Context: an optimization exercise on an open-source flow, tuned for small area and a short achievable clock period. The choices shown serve that exercise and are no tape-out recipe.
Where RTL was checked, it was by simulation tests only, not by an equivalence proof against the original.
Only the layout flow was run in runs 2 and 3; the RTL was not checked for function there.

**flow/design.v**
```verilog
module top_level(f1,f2,p,in_1,in_2,out,clk,clk2);
input [7:0]in_1, in_2;
input clk;
input clk2;
input [15:0]p;   
input [15:0]f1,f2;  
output [15:0]out;
wire       nz1_d, nz2_d;
wire [2:0] k1_d, k2_d;
wire [6:0] xf1_d, xf2_d;
convert cv1 (.int8(in_1), .nz(nz1_d), .k(k1_d), .xf(xf1_d));
convert cv2 (.int8(in_2), .nz(nz2_d), .k(k2_d), .xf(xf2_d));
reg        nz1, nz2, s1, s2;
reg  [4:0] be1, be2;
reg  [2:0] k1, k2;
reg  [6:0] xf1, xf2;
reg  [9:0] bm1, bm2;
reg  [12:0] t31, t32;    
always @(posedge clk) begin
  t31 <= {2'b00, 1'b1, f1[9:0]} + {1'b0, 1'b1, f1[9:0], 1'b0};
  t32 <= {2'b00, 1'b1, f2[9:0]} + {1'b0, 1'b1, f2[9:0], 1'b0};
  nz1 <= nz1_d;  nz2 <= nz2_d;
  be1 <= f1[14:10]; be2 <= f2[14:10];
  k1  <= k1_d;      k2  <= k2_d;
  xf1 <= xf1_d;  xf2 <= xf2_d;
  s1  <= f1[15]; s2  <= f2[15];
  bm1 <= f1[9:0]; bm2 <= f2[9:0];
end
wire [18:7] P1_d, P2_d;
mult mu1 (.xf(xf1), .bm(bm1), .B3(t31), .P(P1_d));
mult mu2 (.xf(xf2), .bm(bm2), .B3(t32), .P(P2_d));
wire [15:0] m1_d, m2_d;
mult_norm mn1 (.nz(nz1), .s(s1), .e0(be1 + {2'b00, k1}), .P(P1_d), .C(m1_d));
mult_norm mn2 (.nz(nz2), .s(s2), .e0(be2 + {2'b00, k2}), .P(P2_d), .C(m2_d));
reg [15:0] m1, m2;
always @(posedge clk) begin
  m1 <= m1_d;
  m2 <= m2_d;
end
wire [14:0] sR_d;
wire [4:0]  sLe_d;
wire        sLs_d, sbz_d;
sadd_front sa1 (.A(m1), .B(m2), .R(sR_d), .Le(sLe_d), .Ls(sLs_d), .bz(sbz_d));
reg [14:0] sR;
reg [4:0]  sLe;
reg        sLs, sbz;
always @(posedge clk) begin
  sR  <= sR_d;
  sLe <= sLe_d;
  sLs <= sLs_d;
  sbz <= sbz_d;
end
wire [15:0] S_sum;
normalize  no1 (.R(sR), .Le(sLe), .Ls(sLs), .bz(sbz), .Z(S_sum));
wire [15:0] Y;
wire        ge_d;
wire [4:0]  sha_d, shb_d;
acc_pre ap (.T(S_sum), .p(p), .o(out), .sel(clk2), .Y(Y), .ge(ge_d), .sha(sha_d), .shb(shb_d));
reg [15:0] aA, aB;
reg        age;
reg [4:0]  asha, ashb;
always @(posedge clk) begin
  aA   <= S_sum;
  aB   <= Y;
  age  <= ge_d;
  asha <= sha_d;
  ashb <= shb_d;
end
wire [13:0] oML, oMS;
wire [4:0]  oLe;
wire        oLs, oop, obz;
wire [14:0] oR;
wire [15:0] out_d;
shift_adder sa2 (.A(aA), .B(aB), .ge(age), .sha(asha), .shb(ashb), .ML(oML), .MS(oMS), .Le(oLe), .Ls(oLs), .op(oop), .bz(obz));
main_adder  ma2 (.ML(oML), .MS(oMS), .op(oop), .R(oR));
normalize   no2 (.R(oR), .Le(oLe), .Ls(oLs), .bz(obz), .Z(out_d));
reg [15:0] rout;
always @(posedge clk) rout <= out_d;
assign out = rout;
endmodule
module convert(int8, nz, k, xf);
input  [7:0] int8;
output       nz;
output [2:0] k;
output [6:0] xf;
wire [7:0] x = int8;
wire [7:0] h;
assign h[7] = x[7];
assign h[6] = ~x[7] & x[6];
assign h[5] = ~|x[7:6] & x[5];
assign h[4] = ~|x[7:5] & x[4];
assign h[3] = ~|x[7:4] & x[3];
assign h[2] = ~|x[7:3] & x[2];
assign h[1] = ~|x[7:2] & x[1];
assign h[0] = ~|x[7:1] & x[0];
genvar j, q;
generate
  for (j = 0; j < 7; j = j + 1) begin : bitj
    wire [7:0] t;
    for (q = 0; q < 8; q = q + 1) begin : pos
      if (j - 7 + q >= 0) begin : v
        assign t[q] = h[q] & x[j - 7 + q];
      end else begin : z
        assign t[q] = 1'b0;
      end
    end
    assign xf[j] = |t;
  end
endgenerate
assign nz = |x;
assign k[2] = |x[7:4];
assign k[1] = h[7] | h[6] | h[3] | h[2];
assign k[0] = h[7] | h[5] | h[3] | h[1];
endmodule
module csa #(parameter W = 19) (A, B, D, S, C);
input  [W-1:0] A, B, D;
output [W-1:0] S, C;
assign S = A ^ B ^ D;
wire [W-1:0] m = (A & B) | (A & D) | (B & D);
assign C = {m[W-2:0], 1'b0};
endmodule
module mult(xf, bm, B3, P);
input  [6:0]  xf;
input  [9:0]  bm;
input  [12:0] B3;
output [18:7] P;
wire [7:0]  a = {1'b1, xf};
wire [12:0] B1 = {2'b00, 1'b1, bm};
wire [12:0] B2 = {1'b0, 1'b1, bm, 1'b0};
wire [12:0] q0, q1, q2, q3;
rowsel u_r0 (.d(a[1:0]), .B1(B1), .B2(B2), .B3(B3), .R(q0));
rowsel u_r1 (.d(a[3:2]), .B1(B1), .B2(B2), .B3(B3), .R(q1));
rowsel u_r2 (.d(a[5:4]), .B1(B1), .B2(B2), .B3(B3), .R(q2));
assign q3 = a[6] ? B3 : B2;
wire [18:0] r0 = {6'd0, q0};
wire [18:0] r1 = {4'd0, q1, 2'd0};
wire [18:0] r2 = {2'd0, q2, 4'd0};
wire [18:0] r3 = {q3[12:0], 6'd0};
wire [18:0] s1, c1, s2, c2;
csa l1 (.A(r0), .B(r1), .D(r2), .S(s1), .C(c1));
csa l2 (.A(s1), .B(c1), .D(r3), .S(s2), .C(c2));
wire [18:0] p = s2 + c2;
assign P = p[18:7];
endmodule
module rowsel(d, B1, B2, B3, R);
input  [1:0]  d;
input  [12:0] B1, B2, B3;
output [12:0] R;
wire h1 = ~d[1] &  d[0];
wire h2 =  d[1] & ~d[0];
wire h3 =  d[1] &  d[0];
assign R = ({13{h1}} & B1) | ({13{h2}} & B2) | ({13{h3}} & B3);
endmodule
module mult_norm(nz, s, e0, P, C);
input         nz;
input         s;
input  [4:0]  e0;
input  [18:7] P;
output [15:0] C;
wire       n  = P[18];
wire [4:0] e1;
adder #(.W(5)) u_e1 (.A(e0), .B(5'd0), .ci(1'b1), .S(e1));
wire [9:0] m  = n ? P[17:8] : P[16:7];
wire [4:0] E  = n ? e1 : e0;
assign C = nz ? {s, E, m} : 16'h0000;
endmodule
module main_adder(ML, MS, op, R);
input  [13:0] ML, MS;
input         op;
output [14:0] R;
adder #(.W(15)) u_add (.A({1'b0, ML}), .B({op, MS ^ {14{op}}}), .ci(op), .S(R));
endmodule
module norm_hi(R, Le, R2, E1);
input  [14:0] R;
input  [4:0]  Le;
output [14:0] R2;
output [4:0]  E1;
wire        z8 = ~|R[14:7];
wire [14:0] Ra = z8 ? {R[6:0], 8'b0} : R;
wire        z4 = ~|Ra[14:11];
wire [14:0] Rb = z4 ? {Ra[10:0], 4'b0} : Ra;
wire        z2 = ~|Rb[14:13];
assign R2 = z2 ? {Rb[12:0], 2'b0} : Rb;
wire [4:0] u, u8, v, v4, w, w2;
adder #(.W(5)) u_u  (.A(Le), .B(5'd1),  .ci(1'b0), .S(u));
adder #(.W(5)) u_u8 (.A(u),  .B(5'd24), .ci(1'b0), .S(u8));
assign v = z8 ? u8 : u;
adder #(.W(5)) u_v4 (.A(v),  .B(5'd28), .ci(1'b0), .S(v4));
assign w = z4 ? v4 : v;
adder #(.W(5)) u_w2 (.A(w),  .B(5'd30), .ci(1'b0), .S(w2));
assign E1 = z2 ? w2 : w;
endmodule
module norm_lo(R2, E1, Ls, bz, Z);
input  [14:0] R2;
input  [4:0]  E1;
input         Ls;
input         bz;
output [15:0] Z;
wire        z1 = ~R2[14];
wire [9:0]  mt = z1 ? R2[12:3] : R2[13:4];
wire [4:0]  d1;
adder #(.W(5)) u_d1 (.A(E1), .B(5'd31), .ci(1'b0), .S(d1));
wire [4:0]  E  = z1 ? d1 : E1;
assign Z = bz ? 16'h0000 : {Ls, E, mt};
endmodule
module normalize(R, Le, Ls, bz, Z);
input  [14:0] R;
input  [4:0]  Le;
input         Ls;
input         bz;
output [15:0] Z;
wire [14:0] R2;
wire [4:0]  E1;
norm_hi u_h (.R(R), .Le(Le), .R2(R2), .E1(E1));
norm_lo u_l (.R2(R2), .E1(E1), .Ls(Ls), .bz(bz), .Z(Z));
endmodule
module acc_pre(T, p, o, sel, Y, ge, sha, shb);
input  [15:0] T, p, o;
input         sel;
output [15:0] Y;
output        ge;
output [4:0]  sha, shb;
wire ge_p, ge_o;
compare_adder #(.W(15)) u_cp (.A(T[14:0]), .B(p[14:0]), .ge(ge_p));
compare_adder #(.W(15)) u_co (.A(T[14:0]), .B(o[14:0]), .ge(ge_o));
wire [4:0] dtp, dpt, dto, dot;
adder #(.W(5)) u_tp (.A(T[14:10]), .B(~p[14:10]), .ci(1'b1), .S(dtp));
adder #(.W(5)) u_pt (.A(p[14:10]), .B(~T[14:10]), .ci(1'b1), .S(dpt));
adder #(.W(5)) u_to (.A(T[14:10]), .B(~o[14:10]), .ci(1'b1), .S(dto));
adder #(.W(5)) u_ot (.A(o[14:10]), .B(~T[14:10]), .ci(1'b1), .S(dot));
assign Y   = sel ? p : o;
assign ge  = sel ? ge_p : ge_o;
assign sha = sel ? dtp : dto;
assign shb = sel ? dpt : dot;
endmodule
module compare_adder #(parameter W = 15) (A, B, ge);
input  [W-1:0] A, B;
output         ge;
localparam N = (W <= 1) ? 1 : (W <= 2) ? 2 : (W <= 4) ? 4 : (W <= 8) ? 8 : (W <= 16) ? 16 : 32;
localparam LV = (N == 1) ? 0 : (N == 2) ? 1 : (N == 4) ? 2 : (N == 8) ? 3 : (N == 16) ? 4 : 5;
wire [N-1:0] gt0, lt0;
genvar i, l;
generate
  for (i = 0; i < N; i = i + 1) begin : leaf
    if (i < W) begin : b
      assign gt0[i] = A[i] & ~B[i];
      assign lt0[i] = ~A[i] & B[i];
    end else begin : z
      assign gt0[i] = 1'b0;
      assign lt0[i] = 1'b0;
    end
  end
  for (l = 0; l <= LV; l = l + 1) begin : lvl
    wire [(N >> l)-1:0] gt, lt;
    if (l == 0) begin : base
      assign gt = gt0;
      assign lt = lt0;
    end else begin : comb
      for (i = 0; i < (N >> l); i = i + 1) begin : node
        wire gh = lvl[l-1].gt[2*i+1], lh = lvl[l-1].lt[2*i+1];
        wire gl = lvl[l-1].gt[2*i],   ll = lvl[l-1].lt[2*i];
        assign gt[i] = gh | (~lh & gl);
        assign lt[i] = lh | (~gh & ll);
      end
    end
  end
endgenerate
assign ge = ~lvl[LV].lt[0];
endmodule
module shift_adder(A, B, ge, sha, shb, ML, MS, Le, Ls, op, bz);
input  [15:0] A, B;
input         ge;
input  [4:0]  sha, shb;
output [13:0] ML, MS;
output [4:0]  Le;
output        Ls;
output        op;
output        bz;
wire [15:0] L = ge ? A : B;
wire [9:0]  Sm = ge ? B[9:0] : A[9:0];
wire [4:0]  sh = ge ? sha : shb;
assign ML = {1'b1, L[9:0], 3'b000};
assign MS = {1'b1, Sm, 3'b000} >> sh;
assign Le = L[14:10];
assign Ls = L[15];
assign op = A[15] ^ B[15];
assign bz = (A == 16'h0000) & (B == 16'h0000);
endmodule
module sadd_front(A, B, R, Le, Ls, bz);
input  [15:0] A, B;
output [14:0] R;
output [4:0]  Le;
output        Ls;
output        bz;
wire ge;
compare_adder #(.W(15)) u_c (.A(A[14:0]), .B(B[14:0]), .ge(ge));
wire [5:0] d_ab;
wire [4:0] d_ba;
adder #(.W(6)) u_ab (.A({1'b0, A[14:10]}), .B(~{1'b0, B[14:10]}), .ci(1'b1), .S(d_ab));
adder #(.W(5)) u_ba (.A(B[14:10]), .B(~A[14:10]), .ci(1'b1), .S(d_ba));
wire        gE  = ~d_ab[5];                     
wire        eqE = (A[14:10] == B[14:10]);
wire [9:0]  Xm  = gE ? B[9:0] : A[9:0];
wire [4:0]  sh  = gE ? d_ab[4:0] : d_ba;
wire [13:0] MX  = {1'b1, Xm, 3'b000} >> sh;
wire [15:0] L   = ge ? A : B;
wire [13:0] MS  = (eqE & ~ge) ? {1'b1, A[9:0], 3'b000} : MX;
wire        op  = A[15] ^ B[15];
main_adder u_add (.ML({1'b1, L[9:0], 3'b000}), .MS(MS), .op(op), .R(R));
assign Le = L[14:10];
assign Ls = L[15];
assign bz = (A == 16'h0000) & (B == 16'h0000);
endmodule
module adder #(parameter W = 15) (A, B, ci, S);
input  [W-1:0] A, B;
input          ci;
output [W-1:0] S;
localparam LV = (W <= 2) ? 1 : (W <= 4) ? 2 : (W <= 8) ? 3 : (W <= 16) ? 4 : 5;
wire [W:0] g0 = {A & B, ci};
wire [W:0] p0 = {A ^ B, 1'b0};
genvar i, l;
generate
  for (l = 0; l <= LV; l = l + 1) begin : lvl
    wire [W:0] g, p;
    if (l == 0) begin : base
      assign g = g0;
      assign p = p0;
    end else begin : comb
      for (i = 0; i <= W; i = i + 1) begin : node
        if ((i >> (l-1)) & 1) begin : op
          localparam integer J = ((i >> (l-1)) << (l-1)) - 1;
          assign g[i] = lvl[l-1].g[i] | (lvl[l-1].p[i] & lvl[l-1].g[J]);
          assign p[i] = lvl[l-1].p[i] & lvl[l-1].p[J];
        end else begin : pass
          assign g[i] = lvl[l-1].g[i];
          assign p[i] = lvl[l-1].p[i];
        end
      end
    end
  end
endgenerate
assign S = p0[W:1] ^ lvl[LV].g[W-1:0];
endmodule
module mux(in1, in2, sel, out);
input  [15:0] in1, in2;
input         sel;
output [15:0] out;
assign out = sel ? in2 : in1;
endmodule
```
**flow/flow/run.sh**
```bash
#!/bin/bash
# Own layout flow: the standard flow's synthesis script and layout, with these changes
# in how the layout is made:
#  - synthesis leaves the arithmetic to ABC instead of first mapping full
#    and half adders to fixed adder cells (ADDER_MAP_FILE empty); the
#    registers, their names and cell types are the same as the standard
#    synthesis gives;
#  - the port buffers are buf_2 cells instead of the resizer's default pick;
set -euo pipefail
bash standard.sh ADDER_MAP_FILE= synth > synth.log 2>&1
bash standard.sh ADDER_MAP_FILE= SETUP_SLACK_MARGIN=9.6 TNS_END_PERCENT=0 "BUFFER_PORTS_ARGS=-buffer_cell sky130_fd_sc_hd__buf_2" finish > layout.log 2>&1
```
**flow/standard.sh**
```bash
#!/bin/bash
# synth_recipe.tcl (not shown) runs the flow's synth.tcl, then flattens the netlist and writes it again
# the make line also repeats each setting of config.mk as NAME=value (left out here)
make -C /OpenROAD-flow-scripts/flow DESIGN_CONFIG=/design/flow/config.mk WORK_HOME=/design/flow/orfs CLKGATE_MAP_FILE= SYNTH_SCRIPT=/design/flow/synth_recipe.tcl "${@:-finish}"
```
**flow/config.mk**
```make
export PLATFORM = sky130hd
export DESIGN_NAME = top_level
export DESIGN_NICKNAME = top_level
export VERILOG_FILES = /design/flow/design.v
export SDC_FILE = /design/flow/constraint.sdc
export NUM_CORES = 4
export LEC_CHECK = 0
export ABC_AREA = 1
export CAP_MARGIN = 20
export CORE_MARGIN = 2
export CORE_UTILIZATION = 70
export PLACE_DENSITY = 0.8
export SLEW_MARGIN = 20
```
**flow/constraint.sdc**
```tcl
create_clock -name core_clock -period 13.5 [get_ports {clk}]
set_input_delay 2.7000 -clock core_clock [delete_from_list [all_inputs] [get_ports {clk}]]
set_output_delay 2.7000 -clock core_clock [all_outputs]
set_load 0.01 [all_outputs]
```
==> run summary, run 1 <==
outcome finished clean; setup repair after global routing missed its margin yes; highest clock rate 241.1 MHz; Warnings, synthesis 1; count of buffering cells on the critical path with inverters included 4; area of all placed cells without fillers 18080 sq um; wire length of the first global-routing pass 74870 microns; number of vias after detailed routing 18560; Top delay family on crit path simple AND/OR/NAND/NOR gates; part of the Yosys area used for sequential elements 0.2362; Global Route Usage Sum 0.3735; sum of negative setup slack 0 ps; antenna fix cells 0; slowest cell on the critical path sky130_fd_sc_hd__dfxtp_4; remaining routing DRC violations 0; signal arrival time at the worst endpoint 4490 ps; placement row count 55; Die W 155.7 microns; largest net degree at the start of global routing 32; area after detailed placement 16610 sq um; cell type contributing the most total cell area after synthesis sky130_fd_sc_hd__dfxtp_1; Worst Setup End Kind flip-flop; number of sinks handled by clock tree synthesis 190; final WL 47150 microns; Worst Path Class, Setup reg2reg; proportion of synthesized flip-flops having asynchronous set or reset 0; grt met1 use 0.4443; drt wl/cell 14.91 microns; most used cell along the critical path sky130_fd_sc_hd__nand2_1; buffers added on ports 81; min-delay worst type reg2reg; area occupied by multi-input gates 10960 sq um; dominant synthesized flop cell sky130_fd_sc_hd__dfxtp_1; Root Buffer sky130_fd_sc_hd__clkbuf_16; CTS tree built; standard cell core area 22640 sq um; number of cells produced by synthesis 2764; Mapped Avg Cell Area 5.826 sq um; number of enable-type register cells in the synthesized netlist 0; first-pass detailed-route iteration total 6; via count of the first global-routing pass 16590; Final Net Count 2932; Slowest Stage Delay on Critical Path 380 ps; average via count per standard cell 5.868; met2 GRT Util 0.6492; Syn Std Cell Area 16100 sq um; Max-Slew Margin vs Limit 0.3426; maximum capacitance violations 0; clk slew on worst S/H paths 70 ps; main area contributors after synthesis sky130_fd_sc_hd__dfxtp_1 (24%), sky130_fd_sc_hd__nand2_1 (21%), sky130_fd_sc_hd__inv_1 (8.8%); kind of start point of the critical path flip-flop; peak fanout along the critical path 16; Die Y-Extent 155.7 microns; layout overhead on the synthesized area 12.30%; global-route track usage on met3 0.06611; synth unique cells 63; antenna-violating nets left 0; Filler cells 1722; number of H-tree levels 4; synthesized netlist net count 2830; max-slew violations 0; minimum period implied by the final worst setup slack 4148 ps; number of antenna violations at the first check in global routing 0; Boundary Pins 82; Seq. cell area 3814 sq um; Die Area 24230 sq um; count of state elements after synthesis 190; highest-utilization routing layer at the global route stage met2; buffers from clock root to sink, at most 2; transition time of the tightest slew-check pin 983.7 ps; number of setup violations in the final report 0; share of Yosys cell area claimed by the top area cell type 0.2362; First DRT Iteration DRCs 1958; largest clock skew in the final design 18.31 ps; fraction of final layout cells sized beyond drive strength 1 0.1247; initial standard-cell utilization of the core 0.7112; final hold vios 0; period utilization 0.3072; required time at the endpoint of the critical path 13840 ps; detailed-placement wirelength estimate 34490 microns; cts bufs inserted 17; final weighted congestion in routability-driven placement 1.004; clock latency (worst-skew pair) 450 ps; total congestion overflow after global routing 0; CTS hold repair buffers 0
==> logic make-up (layout without fill, tap and decap cells) <==
family,count (synthesis),count (layout),share of synthesized area
AO/OA/AOI/OAI,458,459,0.1686
XOR/XNOR,139,139,0.07856
buffers and inverters,442,554,0.1089
flip-flops,190,190,0.2362
multiplexers,14,14,0.008780
AND/OR/NAND/NOR,1521,1522,0.3989
==> final timing paths <==
path / start / end / slack, ps / cells after the start
worst max register to register: age / rout[14] / 9350 / 30
worst min-delay path: sLs / aA[15] / 450 / 2
worst min register to register: sLs / aA[15] / 450 / 2
worst max-delay path: age / rout[14] / 9350 / 30
==> layout make-up <==
type                       instances  share of cell area
inverter                         392             0.08283
clock buffer                      20             0.02470
timing repair buffer             130             0.04837
sequential                       190              0.2109
tap                              285             0.01972
multi-input combinational       2134              0.6060
timing repair inverter             1           0.0004152
clock inverter                    11            0.007058
==> layer usage <==
| layer | share of wire | wire length, microns |
|---|---|---|
| met1 | 0.39 | 18380 |
| met2 | 0.48 | 22470 |
| met4 | 0.048 | 2253 |
| met3 | 0.086 | 4046 |
| met5 | 0 | 0 |
==> worst reg2reg max path: cells and delay by family, from the launching register on <==
kind | cells | cell delay, ps
and+or+nand+nor | 24 | 2810
buffers and inverters | 4 | 420
DFF | 1 | 380
xor gates and xnor gates | 1 | 280
AOI/OAI and AO/OA | 1 | 150
==> cells in the final DEF (no fill, tap or decap), drive strengths merged, types with 3 or more instances in the layout <==
cell type	synthesis	layout
a21oi	113	114
o2111ai	5	5
o31ai	7	7
o311ai	4	4
nor4	16	16
clkinv	3	6
clkbuf	22	21
nor3	25	25
a21boi	8	8
buf	28	128
xor2	89	89
o221ai	20	20
o21a	4	4
o211ai	15	15
nand2	902	902
a22oi	3	3
a221oi	14	14
nand4	27	27
a21o	4	4
o21ai	203	203
o21bai	7	7
clkinvlp	0	7
nor2	330	331
xnor2	49	49
nand3	154	154
dfxtp	190	190
a31oi	15	15
or2	47	47
inv	389	390
mux2i	13	13
and2	8	8
nand3b	11	11
o22ai	31	31
==> synthesized netlist by cell type (4+ instances only) <==
cell / number
sky130_fd_sc_hd__buf_4: 7
sky130_fd_sc_hd__buf_2: 11
sky130_fd_sc_hd__a21o_1: 4
sky130_fd_sc_hd__buf_6: 7
sky130_fd_sc_hd__o22ai_1: 31
sky130_fd_sc_hd__clkbuf_1: 22
sky130_fd_sc_hd__and2_1: 8
sky130_fd_sc_hd__dfxtp_1: 190
sky130_fd_sc_hd__nand2_2: 20
sky130_fd_sc_hd__o2111ai_1: 5
sky130_fd_sc_hd__mux2i_1: 13
sky130_fd_sc_hd__nor3_1: 22
sky130_fd_sc_hd__nor4_1: 16
sky130_fd_sc_hd__nand3_2: 5
sky130_fd_sc_hd__or2_2: 34
sky130_fd_sc_hd__a21oi_2: 4
sky130_fd_sc_hd__o21ai_0: 184
sky130_fd_sc_hd__nand4_1: 27
sky130_fd_sc_hd__o21ai_2: 5
sky130_fd_sc_hd__a31oi_1: 15
sky130_fd_sc_hd__a21oi_1: 108
sky130_fd_sc_hd__o31ai_1: 7
sky130_fd_sc_hd__a221oi_1: 14
sky130_fd_sc_hd__o311ai_0: 4
sky130_fd_sc_hd__o211ai_1: 15
sky130_fd_sc_hd__nor2_2: 7
sky130_fd_sc_hd__xor2_1: 88
sky130_fd_sc_hd__o221ai_1: 20
sky130_fd_sc_hd__xnor2_1: 47
sky130_fd_sc_hd__o21bai_1: 7
sky130_fd_sc_hd__a21boi_0: 7
sky130_fd_sc_hd__o21ai_1: 13
sky130_fd_sc_hd__nor2_4: 6
sky130_fd_sc_hd__nand2_1: 881
sky130_fd_sc_hd__nand3b_1: 9
sky130_fd_sc_hd__nor2_1: 315
sky130_fd_sc_hd__or2_1: 12
sky130_fd_sc_hd__inv_1: 379
sky130_fd_sc_hd__inv_2: 9
sky130_fd_sc_hd__nand3_1: 149
==> state kept, by name, summed over array words and instances (netlist names), 3 cells and up <==
name / cells
bm1: 9
t32: 13
m2: 16
xf2: 7
m1: 16
sR: 15
aB: 16
aA: 16
be2: 5
k1: 3
rout: 16
k2: 3
xf1: 7
sLe: 5
bm2: 9
asha: 4
t31: 13
ashb: 5
be1: 5
==> repair_timing <==
action	in CTS	in global routing
pin swaps	14	24
endpoints found under the hold margin	0	0
endpoints found under the setup margin	67	68
gates resized for setup	44	84
setup buffers	25	21
gates cloned	2	2
==> per-stage QoR <==
stage | hold slack [ps] | worst slack [ps] | utilization | cells
2_1_floorplan | 386.4 | 9599 | - | 2764
3_3_place_gp | 437.3 | 8912 | 0.7337 | 3082
3_5_place_dp | 438.2 | 8808 | 0.7337 | 3082
4_1_cts | 447.8 | 9500 | 0.7783 | 3140
5_1_grt | 497.5 | 9097 | 0.7987 | 3163
6_report | 454.0 | 9352 | 0.7987 | 3163
==> inputs of run 2 (changes only) <==
--- a/flow/design.v
+++ b/flow/design.v
@@ -222,5 +222,4 @@
 output [4:0]  sha, shb;
-wire ge_p, ge_o;
-compare_adder #(.W(15)) u_cp (.A(T[14:0]), .B(p[14:0]), .ge(ge_p));
-compare_adder #(.W(15)) u_co (.A(T[14:0]), .B(o[14:0]), .ge(ge_o));
+mux u_m (.in1(o), .in2(p), .sel(sel), .out(Y));
+compare_adder #(.W(15)) u_c (.A(T[14:0]), .B(Y[14:0]), .ge(ge));
 wire [4:0] dtp, dpt, dto, dot;
@@ -230,4 +229,2 @@
 adder #(.W(5)) u_ot (.A(o[14:10]), .B(~T[14:10]), .ci(1'b1), .S(dot));
-assign Y   = sel ? p : o;
-assign ge  = sel ? ge_p : ge_o;
 assign sha = sel ? dtp : dto;
--- a/flow/config.mk
+++ b/flow/config.mk
@@ -10,4 +10,4 @@
 export CORE_MARGIN = 2
-export CORE_UTILIZATION = 70
-export PLACE_DENSITY = 0.8
+export CORE_UTILIZATION = 65
+export PLACE_DENSITY = 0.75
 export SLEW_MARGIN = 20
==> run 2 against run 1 <==
Against the previous run:
- flip-flop and latch count unchanged
- critical path depth increased by 9
- cell count increased by 1.7%
- synthesized cell count decreased by 0.80%
- fmax increased by 2.8%
- non-clock buffer count increased by 40
- wire length decreased by 2.5%
- design area increased by 2.7%
- largest cell class unchanged
==> run summary, run 2 <==
number of vias after detailed routing 18100; number of instances on the worst hold path 2; First DRT Iteration DRCs 1870; initial standard-cell utilization of the core 0.6594; most repeated cell in the gate-level netlist after synthesis sky130_fd_sc_hd__nand2_1; clk slew on worst S/H paths 70 ps; max-slew violations 0; top routing layer in use met4; proportion of synthesized flip-flops having asynchronous set or reset 0; via count of the first global-routing pass 16070; RR Endpoint rout[14]; Worst Setup End Kind flip-flop; outcome finished clean; number of setup violations in the final report 0; signal arrival time at the worst endpoint 4360 ps; most frequent cells in the layout sky130_fd_sc_hd__nand2_1 (829), sky130_fd_sc_hd__inv_1 (352), sky130_fd_sc_hd__nor2_1 (276), sky130_fd_sc_hd__o21ai_0 (188), sky130_fd_sc_hd__dfxtp_1 (183); reg-to-reg setup timing slack 9470 ps; drt wl/cell 14.28 microns; count of state elements after synthesis 190; clock latency (worst-skew pair) 430 ps; standard cell core area 24180 sq um; remaining routing DRC violations 0; min-delay worst type reg2reg; total congestion overflow after global routing 0; area after detailed placement 16510 sq um; main area contributors after synthesis sky130_fd_sc_hd__dfxtp_1 (24%), sky130_fd_sc_hd__nand2_1 (21%), sky130_fd_sc_hd__inv_1 (8.5%); Die Area 25790 sq um; buffers from clock root to sink, at most 2; cell type contributing the most total cell area after synthesis sky130_fd_sc_hd__dfxtp_1; startpoint of the lowest-slack register-to-register path age; number of H-tree levels 4; CTS hold repair buffers 0; Commonest cells post-synth sky130_fd_sc_hd__nand2_1 (871), sky130_fd_sc_hd__inv_1 (363), sky130_fd_sc_hd__nor2_1 (293); Worst Path Class, Setup reg2reg; area of all placed cells without fillers 18570 sq um; Max-Slew Margin vs Limit 0.4016; largest net degree at the start of global routing 32; part of the Yosys area used for sequential elements 0.2386; most used cell along the critical path sky130_fd_sc_hd__nand2_1; buffers added on ports 81; number of antenna violations at the first check in global routing 1; beginning of the worst hold path sLs; average via count per standard cell 5.625; final hold vios 0; Die W 160.6 microns; total length of routed met2 wires 22230 microns; Warnings, synthesis 1; Die Y-Extent 160.6 microns; terminating pin of the worst hold path aA[15]; Root Buffer sky130_fd_sc_hd__clkbuf_16; required time at the endpoint of the critical path 13830 ps; most frequent standard cell in the layout excluding fill and tap cells sky130_fd_sc_hd__nand2_1; depth of the most critical reg-to-reg path 39; fraction of final layout cells sized beyond drive strength 1 0.1569; Final Net Count 2948; placement row count 57; Filler cells 1900; Met3 Routed Length 3141 microns; number of enable-type register cells in the synthesized netlist 0; cts bufs inserted 17; final weighted congestion in routability-driven placement 0.9712; Syn Std Cell Area 15940 sq um; share of Yosys cell area claimed by the top area cell type 0.2386; peak fanout along the critical path 19; sum of negative setup slack 0 ps; synth unique cells 62; slowest cell on the critical path sky130_fd_sc_hd__dfxtp_4; synthesized netlist net count 2808; Slowest Stage Delay on Critical Path 360 ps; minimum period implied by the final worst setup slack 4034 ps; Boundary Pins 82; antenna-violating nets left 0; Mapped Avg Cell Area 5.814 sq um; largest clock skew in the final design 12.21 ps; maximum capacitance violations 0; detailed-placement wirelength estimate 34120 microns; dominant synthesized flop cell sky130_fd_sc_hd__dfxtp_1; setup slack at placement 8593 ps; Worst setup startpoint age; kind of start point of the critical path flip-flop; CTS tree built; period utilization 0.2988; first-pass detailed-route iteration total 6; number of sinks handled by clock tree synthesis 190; setup repair after global routing missed its margin yes; Routed met1 length 18730 microns; number of cells produced by synthesis 2742; final WL 45960 microns; post-layout worst setup margin 9466 ps; layout overhead on the synthesized area 16.47%; Global Route Usage Sum 0.3344; transition time of the tightest slew-check pin 888.3 ps; wire length of the first global-routing pass 72260 microns; highest clock rate 247.9 MHz
run 2: cell types whose count changed after synthesis, sizes merged, moves of 4 or more:
| cell | before | now |
|---|---|---|
| nor2 | 330 | 308 |
| o21ai | 203 | 214 |
| a221oi | 14 | 5 |
| o21a | 4 | 13 |
| inv | 389 | 382 |
| o221ai | 20 | 27 |
| clkbuf | 22 | 28 |
| o211ai | 15 | 9 |
| nand4 | 27 | 22 |
| buf | 28 | 24 |
| nor3 | 25 | 29 |
| or2 | 47 | 51 |
run 2: worst max-delay path by stage:
stage / end / slack [ps]
floorplan: age / 9590
global placement: age / 8680
detailed placement: age / 8590
CTS: rout[14] / 9480
global route: rout[14] / 9210
finish: rout[14] / 9470
run 2: repair_timing:
| item | in CTS | in global routing |
|---|---|---|
| buffers inserted | 30 | 56 |
| endpoints found under the setup margin | 67 | 69 |
| gates resized for setup | 55 | 139 |
| cloned | 1 | 3 |
| pin swaps | 18 | 66 |
run 2: routing by layer:
| layer | global-route usage | up-vias |
|---|---|---|
| li1 | - | 9058 |
| met1 | 0.4025 | 8077 |
| met2 | 0.5952 | 813 |
| met3 | 0.04545 | 152 |
| met4 | 0.1466 | 0 |
| met5 | 0 | - |
run 2: cell families after synthesis:
logic type	share of synthesized area
buffers and inverters	0.1068
AND/OR/NAND/NOR	0.4039
XOR/XNOR	0.07401
multiplexers	0.007613
flip-flops	0.2386
AO/OA/AOI/OAI	0.1691
run 2: critical path: cells and delay by family (launching register included):
kind	cells	cell delay, ps
DFF	1	360
and+or+nand+nor	29	2700
buffers and inverters	9	720
AOI/OAI and AO/OA	1	100
run 2: area by class of cell:
cell class | instances | area, sq um | share of cell area
diodes | 1 | 2.502 | 0.0001348
clock buffers | 18 | 429.2 | 0.02311
clock inverters | 12 | 186.4 | 0.01004
inverters | 385 | 1499 | 0.08073
multi-input cells | 2117 | 11060 | 0.5955
flip-flops and latches | 190 | 3817 | 0.2056
well taps | 324 | 405.4 | 0.02183
repair buffers | 170 | 1166 | 0.06281
repair inverters | 1 | 5.005 | 0.0002696
run 2: metrics by stage:
stage            util  std cells  hold WS [ps]
3_3_place_gp   0.6831       3097         410.4
3_5_place_dp   0.6831       3097         410.8
6_report       0.7679       3218         429.2
5_1_grt        0.7678       3217         435.0
2_1_floorplan       -       2742         386.4
4_1_cts        0.7281       3158         422.2
==> inputs of run 3 (changes only) <==
--- a/flow/design.v
+++ b/flow/design.v
@@ -17,6 +17,3 @@
 reg  [9:0] bm1, bm2;
-reg  [12:0] t31, t32;    
 always @(posedge clk) begin
-  t31 <= {2'b00, 1'b1, f1[9:0]} + {1'b0, 1'b1, f1[9:0], 1'b0};
-  t32 <= {2'b00, 1'b1, f2[9:0]} + {1'b0, 1'b1, f2[9:0], 1'b0};
   nz1 <= nz1_d;  nz2 <= nz2_d;
@@ -29,4 +26,4 @@
 wire [18:7] P1_d, P2_d;
-mult mu1 (.xf(xf1), .bm(bm1), .B3(t31), .P(P1_d));
-mult mu2 (.xf(xf2), .bm(bm2), .B3(t32), .P(P2_d));
+mult mu1 (.xf(xf1), .bm(bm1), .P(P1_d));
+mult mu2 (.xf(xf2), .bm(bm2), .P(P2_d));
 wire [15:0] m1_d, m2_d;
@@ -56,7 +53,5 @@
 wire        ge_d;
-wire [4:0]  sha_d, shb_d;
-acc_pre ap (.T(S_sum), .p(p), .o(out), .sel(clk2), .Y(Y), .ge(ge_d), .sha(sha_d), .shb(shb_d));
+acc_pre ap (.T(S_sum), .p(p), .o(out), .sel(clk2), .Y(Y), .ge(ge_d));
 reg [15:0] aA, aB;
 reg        age;
-reg [4:0]  asha, ashb;
 always @(posedge clk) begin
@@ -65,4 +60,2 @@
   age  <= ge_d;
-  asha <= sha_d;
-  ashb <= shb_d;
 end
@@ -73,3 +66,3 @@
 wire [15:0] out_d;
-shift_adder sa2 (.A(aA), .B(aB), .ge(age), .sha(asha), .shb(ashb), .ML(oML), .MS(oMS), .Le(oLe), .Ls(oLs), .op(oop), .bz(obz));
+shift_adder sa2 (.A(aA), .B(aB), .ge(age), .ML(oML), .MS(oMS), .Le(oLe), .Ls(oLs), .op(oop), .bz(obz));
 main_adder  ma2 (.ML(oML), .MS(oMS), .op(oop), .R(oR));
@@ -121,34 +114,26 @@
 endmodule
-module mult(xf, bm, B3, P);
+module mult(xf, bm, P);
 input  [6:0]  xf;
 input  [9:0]  bm;
-input  [12:0] B3;
 output [18:7] P;
 wire [7:0]  a = {1'b1, xf};
-wire [12:0] B1 = {2'b00, 1'b1, bm};
-wire [12:0] B2 = {1'b0, 1'b1, bm, 1'b0};
-wire [12:0] q0, q1, q2, q3;
-rowsel u_r0 (.d(a[1:0]), .B1(B1), .B2(B2), .B3(B3), .R(q0));
-rowsel u_r1 (.d(a[3:2]), .B1(B1), .B2(B2), .B3(B3), .R(q1));
-rowsel u_r2 (.d(a[5:4]), .B1(B1), .B2(B2), .B3(B3), .R(q2));
-assign q3 = a[6] ? B3 : B2;
-wire [18:0] r0 = {6'd0, q0};
-wire [18:0] r1 = {4'd0, q1, 2'd0};
-wire [18:0] r2 = {2'd0, q2, 4'd0};
-wire [18:0] r3 = {q3[12:0], 6'd0};
-wire [18:0] s1, c1, s2, c2;
-csa l1 (.A(r0), .B(r1), .D(r2), .S(s1), .C(c1));
-csa l2 (.A(s1), .B(c1), .D(r3), .S(s2), .C(c2));
-wire [18:0] p = s2 + c2;
+wire [10:0] b = {1'b1, bm};
+wire [18:0] r0 = {8'd0, b & {11{a[0]}}};
+wire [18:0] r1 = {7'd0, b & {11{a[1]}}, 1'd0};
+wire [18:0] r2 = {6'd0, b & {11{a[2]}}, 2'd0};
+wire [18:0] r3 = {5'd0, b & {11{a[3]}}, 3'd0};
+wire [18:0] r4 = {4'd0, b & {11{a[4]}}, 4'd0};
+wire [18:0] r5 = {3'd0, b & {11{a[5]}}, 5'd0};
+wire [18:0] r6 = {2'd0, b & {11{a[6]}}, 6'd0};
+wire [18:0] r7 = {1'd0, b, 7'd0};
+wire [18:0] s1a, c1a, s1b, c1b, s2a, c2a, s2b, c2b, s3, c3, s4, c4;
+csa l1a (.A(r0),  .B(r1),  .D(r2),  .S(s1a), .C(c1a));
+csa l1b (.A(r3),  .B(r4),  .D(r5),  .S(s1b), .C(c1b));
+csa l2a (.A(s1a), .B(c1a), .D(s1b), .S(s2a), .C(c2a));
+csa l2b (.A(c1b), .B(r6),  .D(r7),  .S(s2b), .C(c2b));
+csa l3  (.A(s2a), .B(c2a), .D(s2b), .S(s3),  .C(c3));
+csa l4  (.A(s3),  .B(c3),  .D(c2b), .S(s4),  .C(c4));
+wire [18:0] p = s4 + c4;
 assign P = p[18:7];
 endmodule
-module rowsel(d, B1, B2, B3, R);
-input  [1:0]  d;
-input  [12:0] B1, B2, B3;
-output [12:0] R;
-wire h1 = ~d[1] &  d[0];
-wire h2 =  d[1] & ~d[0];
-wire h3 =  d[1] &  d[0];
-assign R = ({13{h1}} & B1) | ({13{h2}} & B2) | ({13{h3}} & B3);
-endmodule
 module mult_norm(nz, s, e0, P, C);
@@ -183,10 +168,12 @@
 assign R2 = z2 ? {Rb[12:0], 2'b0} : Rb;
-wire [4:0] u, u8, v, v4, w, w2;
-adder #(.W(5)) u_u  (.A(Le), .B(5'd1),  .ci(1'b0), .S(u));
-adder #(.W(5)) u_u8 (.A(u),  .B(5'd24), .ci(1'b0), .S(u8));
-assign v = z8 ? u8 : u;
-adder #(.W(5)) u_v4 (.A(v),  .B(5'd28), .ci(1'b0), .S(v4));
-assign w = z4 ? v4 : v;
-adder #(.W(5)) u_w2 (.A(w),  .B(5'd30), .ci(1'b0), .S(w2));
-assign E1 = z2 ? w2 : w;
+wire [4:0] c [0:7];
+genvar j;
+generate
+  for (j = 0; j < 8; j = j + 1) begin : cand
+    adder #(.W(5)) u_c (.A(Le), .B(5'd1 - 5'd2 * j), .ci(1'b0), .S(c[j]));
+  end
+endgenerate
+wire [4:0] e0 = z8 ? (z4 ? c[6] : c[4]) : (z4 ? c[2] : c[0]);
+wire [4:0] e1 = z8 ? (z4 ? c[7] : c[5]) : (z4 ? c[3] : c[1]);
+assign E1 = z2 ? e1 : e0;
 endmodule
@@ -216,3 +203,3 @@
 endmodule
-module acc_pre(T, p, o, sel, Y, ge, sha, shb);
+module acc_pre(T, p, o, sel, Y, ge);
 input  [15:0] T, p, o;
@@ -221,12 +208,7 @@
 output        ge;
-output [4:0]  sha, shb;
-mux u_m (.in1(o), .in2(p), .sel(sel), .out(Y));
-compare_adder #(.W(15)) u_c (.A(T[14:0]), .B(Y[14:0]), .ge(ge));
-wire [4:0] dtp, dpt, dto, dot;
-adder #(.W(5)) u_tp (.A(T[14:10]), .B(~p[14:10]), .ci(1'b1), .S(dtp));
-adder #(.W(5)) u_pt (.A(p[14:10]), .B(~T[14:10]), .ci(1'b1), .S(dpt));
-adder #(.W(5)) u_to (.A(T[14:10]), .B(~o[14:10]), .ci(1'b1), .S(dto));
-adder #(.W(5)) u_ot (.A(o[14:10]), .B(~T[14:10]), .ci(1'b1), .S(dot));
-assign sha = sel ? dtp : dto;
-assign shb = sel ? dpt : dot;
+wire ge_p, ge_o;
+compare_adder #(.W(15)) u_cp (.A(T[14:0]), .B(p[14:0]), .ge(ge_p));
+compare_adder #(.W(15)) u_co (.A(T[14:0]), .B(o[14:0]), .ge(ge_o));
+assign Y  = sel ? p : o;
+assign ge = sel ? ge_p : ge_o;
 endmodule
@@ -266,6 +248,5 @@
 endmodule
-module shift_adder(A, B, ge, sha, shb, ML, MS, Le, Ls, op, bz);
+module shift_adder(A, B, ge, ML, MS, Le, Ls, op, bz);
 input  [15:0] A, B;
 input         ge;
-input  [4:0]  sha, shb;
 output [13:0] ML, MS;
@@ -277,2 +258,5 @@
 wire [9:0]  Sm = ge ? B[9:0] : A[9:0];
+wire [4:0]  sha, shb;
+adder #(.W(5)) u_ab (.A(A[14:10]), .B(~B[14:10]), .ci(1'b1), .S(sha));
+adder #(.W(5)) u_ba (.A(B[14:10]), .B(~A[14:10]), .ci(1'b1), .S(shb));
 wire [4:0]  sh = ge ? sha : shb;
--- a/flow/flow/run.sh
+++ b/flow/flow/run.sh
@@ -10,2 +10,2 @@
 bash standard.sh ADDER_MAP_FILE= synth > synth.log 2>&1
-bash standard.sh ADDER_MAP_FILE= SETUP_SLACK_MARGIN=9.6 TNS_END_PERCENT=0 "BUFFER_PORTS_ARGS=-buffer_cell sky130_fd_sc_hd__buf_2" finish > layout.log 2>&1
+bash standard.sh ADDER_MAP_FILE= SETUP_SLACK_MARGIN=9.7 TNS_END_PERCENT=0 "BUFFER_PORTS_ARGS=-buffer_cell sky130_fd_sc_hd__buf_2" finish > layout.log 2>&1
==> run 3 against run 2 <==
Against the previous run:
- highest routed layer unchanged
- clock-buffer cell count up 1
- global-route usage up 0.090 points
- register-to-register slack worse by 160 ps
==> run summary, run 3 <==
layout overhead on the synthesized area 17.82%; most frequent standard cell in the layout excluding fill and tap cells sky130_fd_sc_hd__nand2_1; number of vias after detailed routing 18980; Worst Setup End Kind flip-flop; Commonest cells post-synth sky130_fd_sc_hd__nand2_1 (1077), sky130_fd_sc_hd__inv_1 (393), sky130_fd_sc_hd__nor2_1 (293); initial standard-cell utilization of the core 0.6577; Global Route Usage Sum 0.3353; count of buffering cells on the critical path with inverters included 4; kind of start point of the critical path flip-flop; setup repair after global routing missed its margin yes; largest clock skew in the final design 17.26 ps; final weighted congestion in routability-driven placement 0.9491; placement row count 58; antenna-violating nets left 0; largest net degree at the start of global routing 31; required time at the endpoint of the critical path 13830 ps; final instance count without filler cells 3440; first-pass detailed-route iteration total 8; min-delay worst type reg2reg; synth unique cells 67; transition time of the tightest slew-check pin 929.5 ps; cell type contributing the most total cell area after synthesis sky130_fd_sc_hd__nand2_1; Top delay family on crit path simple AND/OR/NAND/NOR gates; number of cells produced by synthesis 2963; number of antenna violations at the first check in global routing 0; buffers from clock root to sink, at most 2; detailed-placement wirelength estimate 34170 microns; buffers added on ports 81; Filler cells 1982; clk slew on worst S/H paths 70 ps; Final Net Count 3163; dominant synthesized flop cell sky130_fd_sc_hd__dfxtp_1; Boundary Pins 82; Worst Path Class, Setup reg2reg; Die Y-Extent 162.9 microns; final WL 47830 microns; part of the Yosys area used for sequential elements 0.1914; via count of the first global-routing pass 16550; max-slew violations 0; slowest cell on the critical path sky130_fd_sc_hd__dfxtp_4; most frequent cells in the layout sky130_fd_sc_hd__nand2_1 (1021), sky130_fd_sc_hd__inv_1 (382), sky130_fd_sc_hd__nor2_1 (272), sky130_fd_sc_hd__o21ai_0 (192), sky130_fd_sc_hd__xor2_1 (128); outcome finished clean; First DRT Iteration DRCs 1715; proportion of synthesized flip-flops having asynchronous set or reset 0; average via count per standard cell 5.519; Syn Std Cell Area 16420 sq um; CTS tree built; Slowest Stage Delay on Critical Path 360 ps; number of enable-type register cells in the synthesized netlist 0; number of sinks handled by clock tree synthesis 157; number of H-tree levels 4; Max-Slew Margin vs Limit 0.3738; count of state elements after synthesis 157; Mapped Avg Cell Area 5.542 sq um; maximum capacitance violations 0; number of setup violations in the final report 0; peak fanout along the critical path 10; reg-to-reg setup timing slack 9310 ps; fraction of the core area covered by cells at the end of the flow 0.7750; drt wl/cell 13.90 microns; total congestion overflow after global routing 0; wire length of the first global-routing pass 74000 microns; clock latency (worst-skew pair) 440 ps; CTS hold repair buffers 0; signal arrival time at the worst endpoint 4520 ps; period utilization 0.3107; sum of negative setup slack 0 ps; cts bufs inserted 17; placed instance count 3297; Root Buffer sky130_fd_sc_hd__clkbuf_16; final hold vios 0; area of all placed cells without fillers 19350 sq um; area after detailed placement 16830 sq um; highest clock rate 238.4 MHz; standard cell core area 24960 sq um; Die Area 26550 sq um; minimum period implied by the final worst setup slack 4194 ps; Die W 162.9 microns; most repeated cell in the gate-level netlist after synthesis sky130_fd_sc_hd__nand2_1; Warnings, synthesis 2; remaining routing DRC violations 0; main area contributors after synthesis sky130_fd_sc_hd__nand2_1 (25%), sky130_fd_sc_hd__dfxtp_1 (19%), sky130_fd_sc_hd__inv_1 (9.0%); fraction of final layout cells sized beyond drive strength 1 0.1721; share of Yosys cell area claimed by the top area cell type 0.2462; synthesized netlist net count 3029
## run 3: cell count changes after synthesis, moves of 13 or more
cell	change
sky130_fd_sc_hd__nand2_1	+206
sky130_fd_sc_hd__xor2_1	+51
sky130_fd_sc_hd__nand3_1	-43
sky130_fd_sc_hd__a21oi_1	-35
sky130_fd_sc_hd__dfxtp_1	-33
sky130_fd_sc_hd__inv_1	+30
sky130_fd_sc_hd__o221ai_1	-25
sky130_fd_sc_hd__o21ai_1	+24
sky130_fd_sc_hd__o21ai_0	+23
sky130_fd_sc_hd__or2_2	-20
sky130_fd_sc_hd__o22ai_1	-19
sky130_fd_sc_hd__nand4_1	+13
## run 3: stage by stage
stage               hold WS (ps)  setup slack (ps)
global route               433.1              9061
finish                     415.9              9306
floorplan                  386.4              9690
detailed placement         419.3              8237
CTS                        419.2              9612
global placement           424.9              8413
## run 3: logic make-up after synthesis
family	count (synthesis)	share of synthesized area
AND/OR/NAND/NOR	1671	0.4286
buffers and inverters	492	0.1200
AO/OA/AOI/OAI	446	0.1533
XOR/XNOR	190	0.1023
flip-flops	157	0.1914
multiplexers	6	0.003734
adder cells (fa/ha/maj)	1	0.0006096
## run 3: cell type report
cell class	instances	area, sq um	share of cell area
antenna	1	2.502	0.0001293
clock buffer	19	442.9	0.02289
clock inverter	12	162.7	0.008408
inverter	413	1605	0.08298
multi-input combinational	2321	12210	0.6310
sequential	157	3243	0.1676
tap	330	412.9	0.02134
timing repair buffer	186	1260	0.06513
timing repair inverter	1	8.758	0.0004527
## run 3: final timing paths
path	start	to	cells past startpoint
worst max-delay path	aB[10]	rout[5]	35
worst min-delay path	sLs	aA[15]	2
worst max register to register	aB[10]	rout[5]	35
worst min register to register	sLs	aA[15]	2
## run 3: timing repair
item	4_1_cts	5_1_grt
resized for setup	160	154
setup buffers	55	48
pin swaps	58	61
hold endpoints to repair	0	0
cloned	6	2
endpoints found under the setup margin	61	57
## run 3: per-layer routing
layer | track usage | up-vias | wire [microns]
met4 | 0.1340 | 0 | 1869
met2 | 0.5936 | 684 | 23000
met3 | 0.03540 | 143 | 2955
met1 | 0.4161 | 8572 | 20010
met5 | 0 | - | 0
li1 | - | 9585 | -
## run 3: worst min-delay path, stage by stage (launching register included)
cell and delay, ps:
sky130_fd_sc_hd__dfxtp_1 300, sky130_fd_sc_hd__inv_1 50, sky130_fd_sc_hd__nor2_1 30

-- re-timing with driven ports --
The flow's constraints put no driver on any port. The routed layouts listed below were extracted and timed again, unchanged, in two steps. Step 1 (the two cells are an assumption about what drives the block):
set clk [get_ports {clk}]
set_driving_cell -lib_cell sky130_fd_sc_hd__clkbuf_16 $clk
set_driving_cell -lib_cell sky130_fd_sc_hd__buf_2 [delete_from_list [all_inputs] $clk]
Step 2 adds t to the input delays and takes it off the output delays; t is the mean of the earliest and latest rising clock arrival at the registers after step 1. Input paths then give back, and output paths get back, about the clock's delay inside the block. a / b / c = ideal / step 1 / step 2; a / b = the first two.
run	t (ns)	slack for setup (ns)	clock arrival spread, ns
run 1	0.493	9.352 / 9.352 / 9.227	0.020 / 0.020
run 2	0.478	9.466 / 9.466 / 9.125	0.012 / 0.012
run 3	0.485	9.306 / 9.306 / 9.306	0.017 / 0.017
After both steps every run listed still meets setup and hold. The setup slack of run 2, which loses most, moves by 0.000 ns with the drivers and by -0.341 ns with both steps.
